This design comes from an exercise in tuning for small area, a short achievable clock period and few clock cycles on the open sky130 flow, not from production work.
Where RTL was checked, it was by simulation tests only, not by an equivalence proof against the original.
Power figures rest on the tool's default switching activity, not on a simulated workload.

==> try-sierra <==
==> flow/design.v <==
module draw_lines(
      input          i_clk,
      input          i_reset,
      input   [10:0] i_x0,
      input   [10:0] i_x1,
      input   [10:0] i_y0,
      input   [10:0] i_y1,
      input          i_start,
      input          i_load_fifo,
      output         o_waiting,
      output         o_fifo_full,
      output         o_wr,
      output  [18:0] o_addr
    );
   localparam NR = 11;           
   localparam RW = 38;           
   function [11:0] ks_add;
      input [11:0] a, b;
      input        ci;
      reg   [11:0] p, g, pp, gg;
      integer i, d;
      begin
         p = a ^ b;
         g = a & b;
         gg = {g[11:1], g[0] | (p[0] & ci)};
         pp = p;
         for (d = 1; d < 12; d = d * 2) begin
            for (i = 11; i >= d; i = i - 1) begin
               gg[i] = gg[i] | (pp[i] & gg[i-d]);
               pp[i] = pp[i] & pp[i-d];
            end
         end
         ks_add = p ^ {gg[10:0], ci};
      end
   endfunction
   reg        idle;              
   reg        wr;                
   reg  [3:0] count;             
   reg        full;              
   reg  [NR-1:0] r_v;            
   reg           x_v, y_v, z_v, e_v;
   reg        e_last;            
   wire emit   = ~idle & e_v;    
   wire finish = emit & e_last;  
   wire [NR+3:0] vall = {e_v, z_v, y_v, x_v, r_v};      
   wire [NR+3:0] take;
   genvar gi;
   generate
      for (gi = 1; gi <= NR+3; gi = gi + 1) begin : g_take
         assign take[gi] = vall[gi-1] & (~&vall[NR+3:gi] | finish);
      end
   endgenerate
   assign take[0] = i_load_fifo;
   wire [3:0] count_nx = count + {3'd0, i_load_fifo} - {3'd0, finish};
   always @(posedge i_clk) begin
      if (i_reset) begin
         idle    <= 1'b1;
         wr      <= 1'b0;
         count   <= 4'd0;
         full    <= 1'b0;
         r_v     <= {NR{1'b0}};
         x_v     <= 1'b0;
         y_v     <= 1'b0;
         z_v     <= 1'b0;
         e_v     <= 1'b0;
      end else begin
         idle  <= idle ? ~i_start : (count == 4'd0);
         wr    <= emit;
         count <= count_nx;
         full  <= count_nx == 4'd15;
         r_v   <= (r_v & ~take[NR:1]) | take[NR-1:0];
         x_v   <= (x_v & ~take[NR+1]) | take[NR];
         y_v   <= (y_v & ~take[NR+2]) | take[NR+1];
         z_v   <= (z_v & ~take[NR+3]) | take[NR+2];
         e_v   <= (e_v & ~finish) | take[NR+3];
      end
   end
   assign o_waiting   = idle;
   assign o_fifo_full = full;
   assign o_wr        = wr;
   reg [RW-1:0] r_d [0:NR-1];
   always @(posedge i_clk) begin
      if (take[0])
         r_d[0] <= {i_x0[9:0], i_y0[8:0], i_x1[9:0], i_y1[8:0]};
   end
   generate
      for (gi = 1; gi < NR; gi = gi + 1) begin : g_raw
         always @(posedge i_clk) begin
            if (take[gi])
               r_d[gi] <= r_d[gi-1];
         end
      end
   endgenerate
   wire [9:0] h_x0 = r_d[NR-1][37:28];
   wire [8:0] h_y0 = r_d[NR-1][27:19];
   wire [9:0] h_x1 = r_d[NR-1][18:9];
   wire [8:0] h_y1 = r_d[NR-1][8:0];
   wire [10:0] dxp = {1'b0, h_x1} - {1'b0, h_x0};
   wire [10:0] dxn = {1'b0, h_x0} - {1'b0, h_x1};
   wire  [9:0] dyp = {1'b0, h_y1} - {1'b0, h_y0};
   wire  [9:0] dyn = {1'b0, h_y0} - {1'b0, h_y1};
   reg  [RW-1:0] x_pts;          
   reg     [9:0] x_adx;
   reg     [8:0] x_ady;
   reg           x_sx, x_sy;     
   always @(posedge i_clk) begin
      if (take[NR]) begin
         x_pts <= r_d[NR-1];
         x_sx  <= dxp[10];
         x_sy  <= dyp[9];
         x_adx <= dxp[10] ? dxn[9:0] : dxp[9:0];
         x_ady <= dyp[9]  ? dyn[8:0] : dyp[8:0];
      end
   end
   reg  [RW-1:0] y_pts;
   reg     [9:0] y_adx;
   reg     [8:0] y_ady;
   reg           y_sx, y_sy, y_steep;
   always @(posedge i_clk) begin
      if (take[NR+1]) begin
         y_pts   <= x_pts;
         y_adx   <= x_adx;
         y_ady   <= x_ady;
         y_sx    <= x_sx;
         y_sy    <= x_sy;
         y_steep <= {1'b0, x_ady} > x_adx;
      end
   end
   wire        swap  = y_steep ? y_sy : y_sx;
   reg   [9:0] z_xs;
   reg   [8:0] z_ys;
   reg   [9:0] z_da, z_db;
   reg         z_steep, z_bpos;
   always @(posedge i_clk) begin
      if (take[NR+2]) begin
         z_xs    <= swap ? y_pts[18:9] : y_pts[37:28];
         z_ys    <= swap ? y_pts[8:0]  : y_pts[27:19];
         z_da    <= y_steep ? {1'b0, y_ady} : y_adx;
         z_db    <= y_steep ? y_adx : {1'b0, y_ady};
         z_steep <= y_steep;
         z_bpos  <= ~(y_sx ^ y_sy);
      end
   end
   wire [9:0]  d1 = z_da - z_db;                             
   wire [10:0] e0 = {2'b0, z_da[9:1]} - {1'b0, z_db};        
   reg  [9:0] e_x;
   reg  [8:0] e_y;
   reg [10:0] e_err;             
   reg  [9:0] e_d1;              
   reg  [9:0] e_db;
   reg  [9:0] e_cnt;             
   reg        e_steep, e_bpos;
   wire        e_step   = e_err[10];
   wire [11:0] e_err_s_w  = ks_add({e_err[10], e_err}, {2'b0, e_d1}, 1'b0);
   wire [11:0] e_err_ns_w = ks_add({e_err[10], e_err}, {2'b11, ~e_db}, 1'b1);
   wire [10:0] e_err_s  = e_err_s_w[10:0];
   wire [10:0] e_err_ns = e_err_ns_w[10:0];
   wire        x_mv = ~e_steep | e_step;
   wire        x_up = ~e_steep | e_bpos;
   wire        y_mv =  e_steep | e_step;
   wire        y_up =  e_steep | e_bpos;
   wire  [9:0] e_x_nx = x_mv ? (x_up ? e_x + 10'd1 : e_x - 10'd1) : e_x;
   wire  [8:0] e_y_nx = y_mv ? (y_up ? e_y + 9'd1 : e_y - 9'd1) : e_y;
   always @(posedge i_clk) begin
      if (take[NR+3]) begin
         e_x     <= z_xs;
         e_y     <= z_ys;
         e_err   <= e0;
         e_d1    <= d1;
         e_db    <= z_db;
         e_cnt   <= z_da;
         e_last  <= (z_da == 10'd0);
         e_steep <= z_steep;
         e_bpos  <= z_bpos;
      end else if (emit) begin
         e_x     <= e_x_nx;
         e_y     <= e_y_nx;
         e_err   <= e_step ? e_err_s : e_err_ns;
         e_cnt   <= e_cnt - 10'd1;
         e_last  <= (e_cnt == 10'd1);
      end
   end
   reg [18:0] addr;
   wire [11:0] s_a = {1'b0, e_y, 2'b0};
   wire [11:0] s_b = {3'b0, e_y};
   wire [11:0] s_c = {9'b0, e_x[9:7]};
   wire [11:0] s_sum = s_a ^ s_b ^ s_c;
   wire [11:0] s_cry = (s_a & s_b) | (s_a & s_c) | (s_b & s_c);
   always @(posedge i_clk) begin
      addr[6:0]  <= e_x[6:0];
      addr[18:7] <= ks_add(s_sum, {s_cry[10:0], 1'b0}, 1'b0);
   end
   assign o_addr = addr;
endmodule
==> flow/run.sh <==
#!/bin/bash
# synth_recipe.tcl (not shown) runs the flow's synth.tcl, then flattens the netlist and writes it again
# the make line also repeats each setting of config.mk as NAME=value (left out here)
make -C /OpenROAD-flow-scripts/flow DESIGN_CONFIG=/design/flow/config.mk WORK_HOME=/design/flow/orfs CLKGATE_MAP_FILE= SYNTH_SCRIPT=/design/flow/synth_recipe.tcl finish
==> flow/config.mk <==
export PLATFORM = sky130hd
export DESIGN_NAME = draw_lines
export DESIGN_NICKNAME = draw_lines
export VERILOG_FILES = /design/flow/design.v
export SDC_FILE = /design/flow/constraint.sdc
export NUM_CORES = 4
export LEC_CHECK = 0
export ABC_AREA = 1
export CAP_MARGIN = 20
export CORE_MARGIN = 2
export CORE_UTILIZATION = 40
export CTS_BUF_LIST = sky130_fd_sc_hd__clkbuf_8 sky130_fd_sc_hd__clkbuf_16
export CTS_CLUSTER_DIAMETER = 100
export CTS_CLUSTER_SIZE = 20
export SETUP_SLACK_MARGIN = 3.0
export SLEW_MARGIN = 20
==> flow/constraint.sdc <==
create_clock -name core_clock -period 5.0 [get_ports {i_clk}]
set_input_delay 1.0000 -clock core_clock [delete_from_list [all_inputs] [get_ports {i_clk}]]
set_output_delay 1.0000 -clock core_clock [all_outputs]
set_load 0.01 [all_outputs]
==> try-zinc: changes against try-sierra <==
--- a/flow/design.v
+++ b/flow/design.v
@@ -14,3 +14,3 @@
     );
-   localparam NR = 11;           
+   localparam NR = 12;           
    localparam RW = 38;           
@@ -40,3 +40,3 @@
    reg  [NR-1:0] r_v;            
-   reg           x_v, y_v, z_v, e_v;
+   reg           x_v, y_v, e_v;
    reg        e_last;            
@@ -44,8 +44,8 @@
    wire finish = emit & e_last;  
-   wire [NR+3:0] vall = {e_v, z_v, y_v, x_v, r_v};      
-   wire [NR+3:0] take;
+   wire [NR+2:0] vall = {e_v, y_v, x_v, r_v};      
+   wire [NR+2:0] take;
    genvar gi;
    generate
-      for (gi = 1; gi <= NR+3; gi = gi + 1) begin : g_take
-         assign take[gi] = vall[gi-1] & (~&vall[NR+3:gi] | finish);
+      for (gi = 1; gi <= NR+2; gi = gi + 1) begin : g_take
+         assign take[gi] = vall[gi-1] & (~&vall[NR+2:gi] | finish);
       end
@@ -63,3 +63,2 @@
          y_v     <= 1'b0;
-         z_v     <= 1'b0;
          e_v     <= 1'b0;
@@ -73,4 +72,3 @@
          y_v   <= (y_v & ~take[NR+2]) | take[NR+1];
-         z_v   <= (z_v & ~take[NR+3]) | take[NR+2];
-         e_v   <= (e_v & ~finish) | take[NR+3];
+         e_v   <= (e_v & ~finish) | take[NR+2];
       end
@@ -114,33 +112,20 @@
    end
-   reg  [RW-1:0] y_pts;
-   reg     [9:0] y_adx;
-   reg     [8:0] y_ady;
-   reg           y_sx, y_sy, y_steep;
+   wire        steep = {1'b0, x_ady} > x_adx;
+   wire        swap  = steep ? x_sy : x_sx;
+   reg   [9:0] y_xs;
+   reg   [8:0] y_ys;
+   reg   [9:0] y_da, y_db;
+   reg         y_steep, y_bpos;
    always @(posedge i_clk) begin
       if (take[NR+1]) begin
-         y_pts   <= x_pts;
-         y_adx   <= x_adx;
-         y_ady   <= x_ady;
-         y_sx    <= x_sx;
-         y_sy    <= x_sy;
-         y_steep <= {1'b0, x_ady} > x_adx;
+         y_xs    <= swap ? x_pts[18:9] : x_pts[37:28];
+         y_ys    <= swap ? x_pts[8:0]  : x_pts[27:19];
+         y_da    <= steep ? {1'b0, x_ady} : x_adx;
+         y_db    <= steep ? x_adx : {1'b0, x_ady};
+         y_steep <= steep;
+         y_bpos  <= ~(x_sx ^ x_sy);
       end
    end
-   wire        swap  = y_steep ? y_sy : y_sx;
-   reg   [9:0] z_xs;
-   reg   [8:0] z_ys;
-   reg   [9:0] z_da, z_db;
-   reg         z_steep, z_bpos;
-   always @(posedge i_clk) begin
-      if (take[NR+2]) begin
-         z_xs    <= swap ? y_pts[18:9] : y_pts[37:28];
-         z_ys    <= swap ? y_pts[8:0]  : y_pts[27:19];
-         z_da    <= y_steep ? {1'b0, y_ady} : y_adx;
-         z_db    <= y_steep ? y_adx : {1'b0, y_ady};
-         z_steep <= y_steep;
-         z_bpos  <= ~(y_sx ^ y_sy);
-      end
-   end
-   wire [9:0]  d1 = z_da - z_db;                             
-   wire [10:0] e0 = {2'b0, z_da[9:1]} - {1'b0, z_db};        
+   wire [9:0]  d1 = y_da - y_db;                             
+   wire [10:0] e0 = {2'b0, y_da[9:1]} - {1'b0, y_db};        
    reg  [9:0] e_x;
@@ -164,12 +149,12 @@
    always @(posedge i_clk) begin
-      if (take[NR+3]) begin
-         e_x     <= z_xs;
-         e_y     <= z_ys;
+      if (take[NR+2]) begin
+         e_x     <= y_xs;
+         e_y     <= y_ys;
          e_err   <= e0;
          e_d1    <= d1;
-         e_db    <= z_db;
-         e_cnt   <= z_da;
-         e_last  <= (z_da == 10'd0);
-         e_steep <= z_steep;
-         e_bpos  <= z_bpos;
+         e_db    <= y_db;
+         e_cnt   <= y_da;
+         e_last  <= (y_da == 10'd0);
+         e_steep <= y_steep;
+         e_bpos  <= y_bpos;
       end else if (emit) begin
--- a/flow/config.mk
+++ b/flow/config.mk
@@ -10,3 +10,3 @@
 export CORE_MARGIN = 2
-export CORE_UTILIZATION = 40
+export CORE_UTILIZATION = 55
 export CTS_BUF_LIST = sky130_fd_sc_hd__clkbuf_8 sky130_fd_sc_hd__clkbuf_16
==> try-nickel: changes against try-sierra <==
--- a/flow/design.v
+++ b/flow/design.v
@@ -101,3 +101,4 @@
    wire  [9:0] dyn = {1'b0, h_y0} - {1'b0, h_y1};
-   reg  [RW-1:0] x_pts;          
+   reg     [9:0] x_x0;           
+   reg     [8:0] x_y0;
    reg     [9:0] x_adx;
@@ -107,3 +108,4 @@
       if (take[NR]) begin
-         x_pts <= r_d[NR-1];
+         x_x0  <= h_x0;
+         x_y0  <= h_y0;
          x_sx  <= dxp[10];
@@ -114,3 +116,4 @@
    end
-   reg  [RW-1:0] y_pts;
+   reg     [9:0] y_x0;
+   reg     [8:0] y_y0;
    reg     [9:0] y_adx;
@@ -120,3 +123,4 @@
       if (take[NR+1]) begin
-         y_pts   <= x_pts;
+         y_x0    <= x_x0;
+         y_y0    <= x_y0;
          y_adx   <= x_adx;
@@ -129,2 +133,6 @@
    wire        swap  = y_steep ? y_sy : y_sx;
+   wire [11:0] y_x1_w = ks_add({2'b0, y_x0}, {2'b0, y_adx ^ {10{y_sx}}}, y_sx);
+   wire [11:0] y_y1_w = ks_add({3'b0, y_y0}, {3'b0, y_ady ^ {9{y_sy}}}, y_sy);
+   wire  [9:0] y_x1  = y_x1_w[9:0];
+   wire  [8:0] y_y1  = y_y1_w[8:0];
    reg   [9:0] z_xs;
@@ -135,4 +143,4 @@
       if (take[NR+2]) begin
-         z_xs    <= swap ? y_pts[18:9] : y_pts[37:28];
-         z_ys    <= swap ? y_pts[8:0]  : y_pts[27:19];
+         z_xs    <= swap ? y_x1 : y_x0;
+         z_ys    <= swap ? y_y1 : y_y0;
          z_da    <= y_steep ? {1'b0, y_ady} : y_adx;
--- a/flow/config.mk
+++ b/flow/config.mk
@@ -11,6 +11,5 @@
 export CORE_UTILIZATION = 40
-export CTS_BUF_LIST = sky130_fd_sc_hd__clkbuf_8 sky130_fd_sc_hd__clkbuf_16
 export CTS_CLUSTER_DIAMETER = 100
-export CTS_CLUSTER_SIZE = 20
-export SETUP_SLACK_MARGIN = 3.0
+export CTS_CLUSTER_SIZE = 25
+export SETUP_SLACK_MARGIN = 2.9
 export SLEW_MARGIN = 20
==> flow_summary_export.csv <==
group,metric,value,unit
run_status,status,"no timing/DRC/antenna violations",
critical_path,slowest_delay,420,ps
grt,grt_start_max_net_pins,43,
cts,cts_resized,182,
layout,nNetsFinal,2333,
pwr,ir_drop,285,uV
critical_path,endpoint,"z_xs[8]",
# the run above: try-nickel

==> flow_summary_export.csv <==
group,metric,value,unit
run_status,status,"no timing/DRC/antenna violations",
synth,synthAdderAreaFrac,0.0638,
critical_path,endpoint,"y_db[4]",
grt,grt_start_max_net_pins,68,
cts,cts_resized,302,
die,start_util,0.555,
layout,nNetsFinal,2306,
critical_path,slowest_delay,460,ps
placed_design,placed_cells,2529,
sta,min_period,2280,ps
critical_path,r2r_cells,12,
placed_design,dpl_cell_area,27700,sq um
# the run above: try-zinc

==> flow_summary_export.csv <==
group,metric,value,unit
run_status,status,"no timing/DRC/antenna violations",
pwr,ir_drop,247,uV
critical_path,rrSetupSlack,2950,ps
synth,ys_top_cells_by_area,"edfxtp_1, ha_1, nand2_1",
grt,grt_start_max_net_pins,47,
cts,root_buffer,"clkbuf_16",
routing,drtIter0Drc,589,
critical_path,slowest_delay,520,ps
critical_path,endpoint,"addr[18]",
cts,cts_resized,209,
# the run above: try-sierra

Testbench counts of try-sierra, summed over its fixed seeds: cycles 117,974.
Testbench counts of try-zinc, summed over its fixed seeds: cycles 117,974.
No functional check of the RTL was part of try-nickel.

==> port drivers added, routing unchanged <==
No port has a modelled driver above. Below, the same layouts with a new extraction and two added sets of constraints.
Step 1 assumes that a clkbuf_16 drives the clock port and a buf_2 every other input.
Step 2 also shifts input and output timing later by t, the mid clock arrival at the registers, as if the neighbouring blocks saw the same clock.
a / b / c = ideal / step 1 / step 2; a / b = the first two.
| run | t (ns) | slack for setup (ns) | clock arrival spread, ns | worst data-port slew with drivers (ns) |
|---|---|---|---|---|
| try-sierra | 0.630 | 2.947 / 2.898 / 2.430 | 0.025 / 0.024 | 0.04 |
| try-zinc | 0.624 | 2.724 / 2.724 / 2.420 | 0.034 / 0.034 | 0.04 |
| try-nickel | 0.669 | 2.873 / 2.839 / 2.443 | 0.021 / 0.020 | 0.04 |
After both steps every run listed still meets setup and hold. The setup slack of try-sierra, which loses most, moves by -0.049 ns with the drivers and by -0.517 ns with both steps.
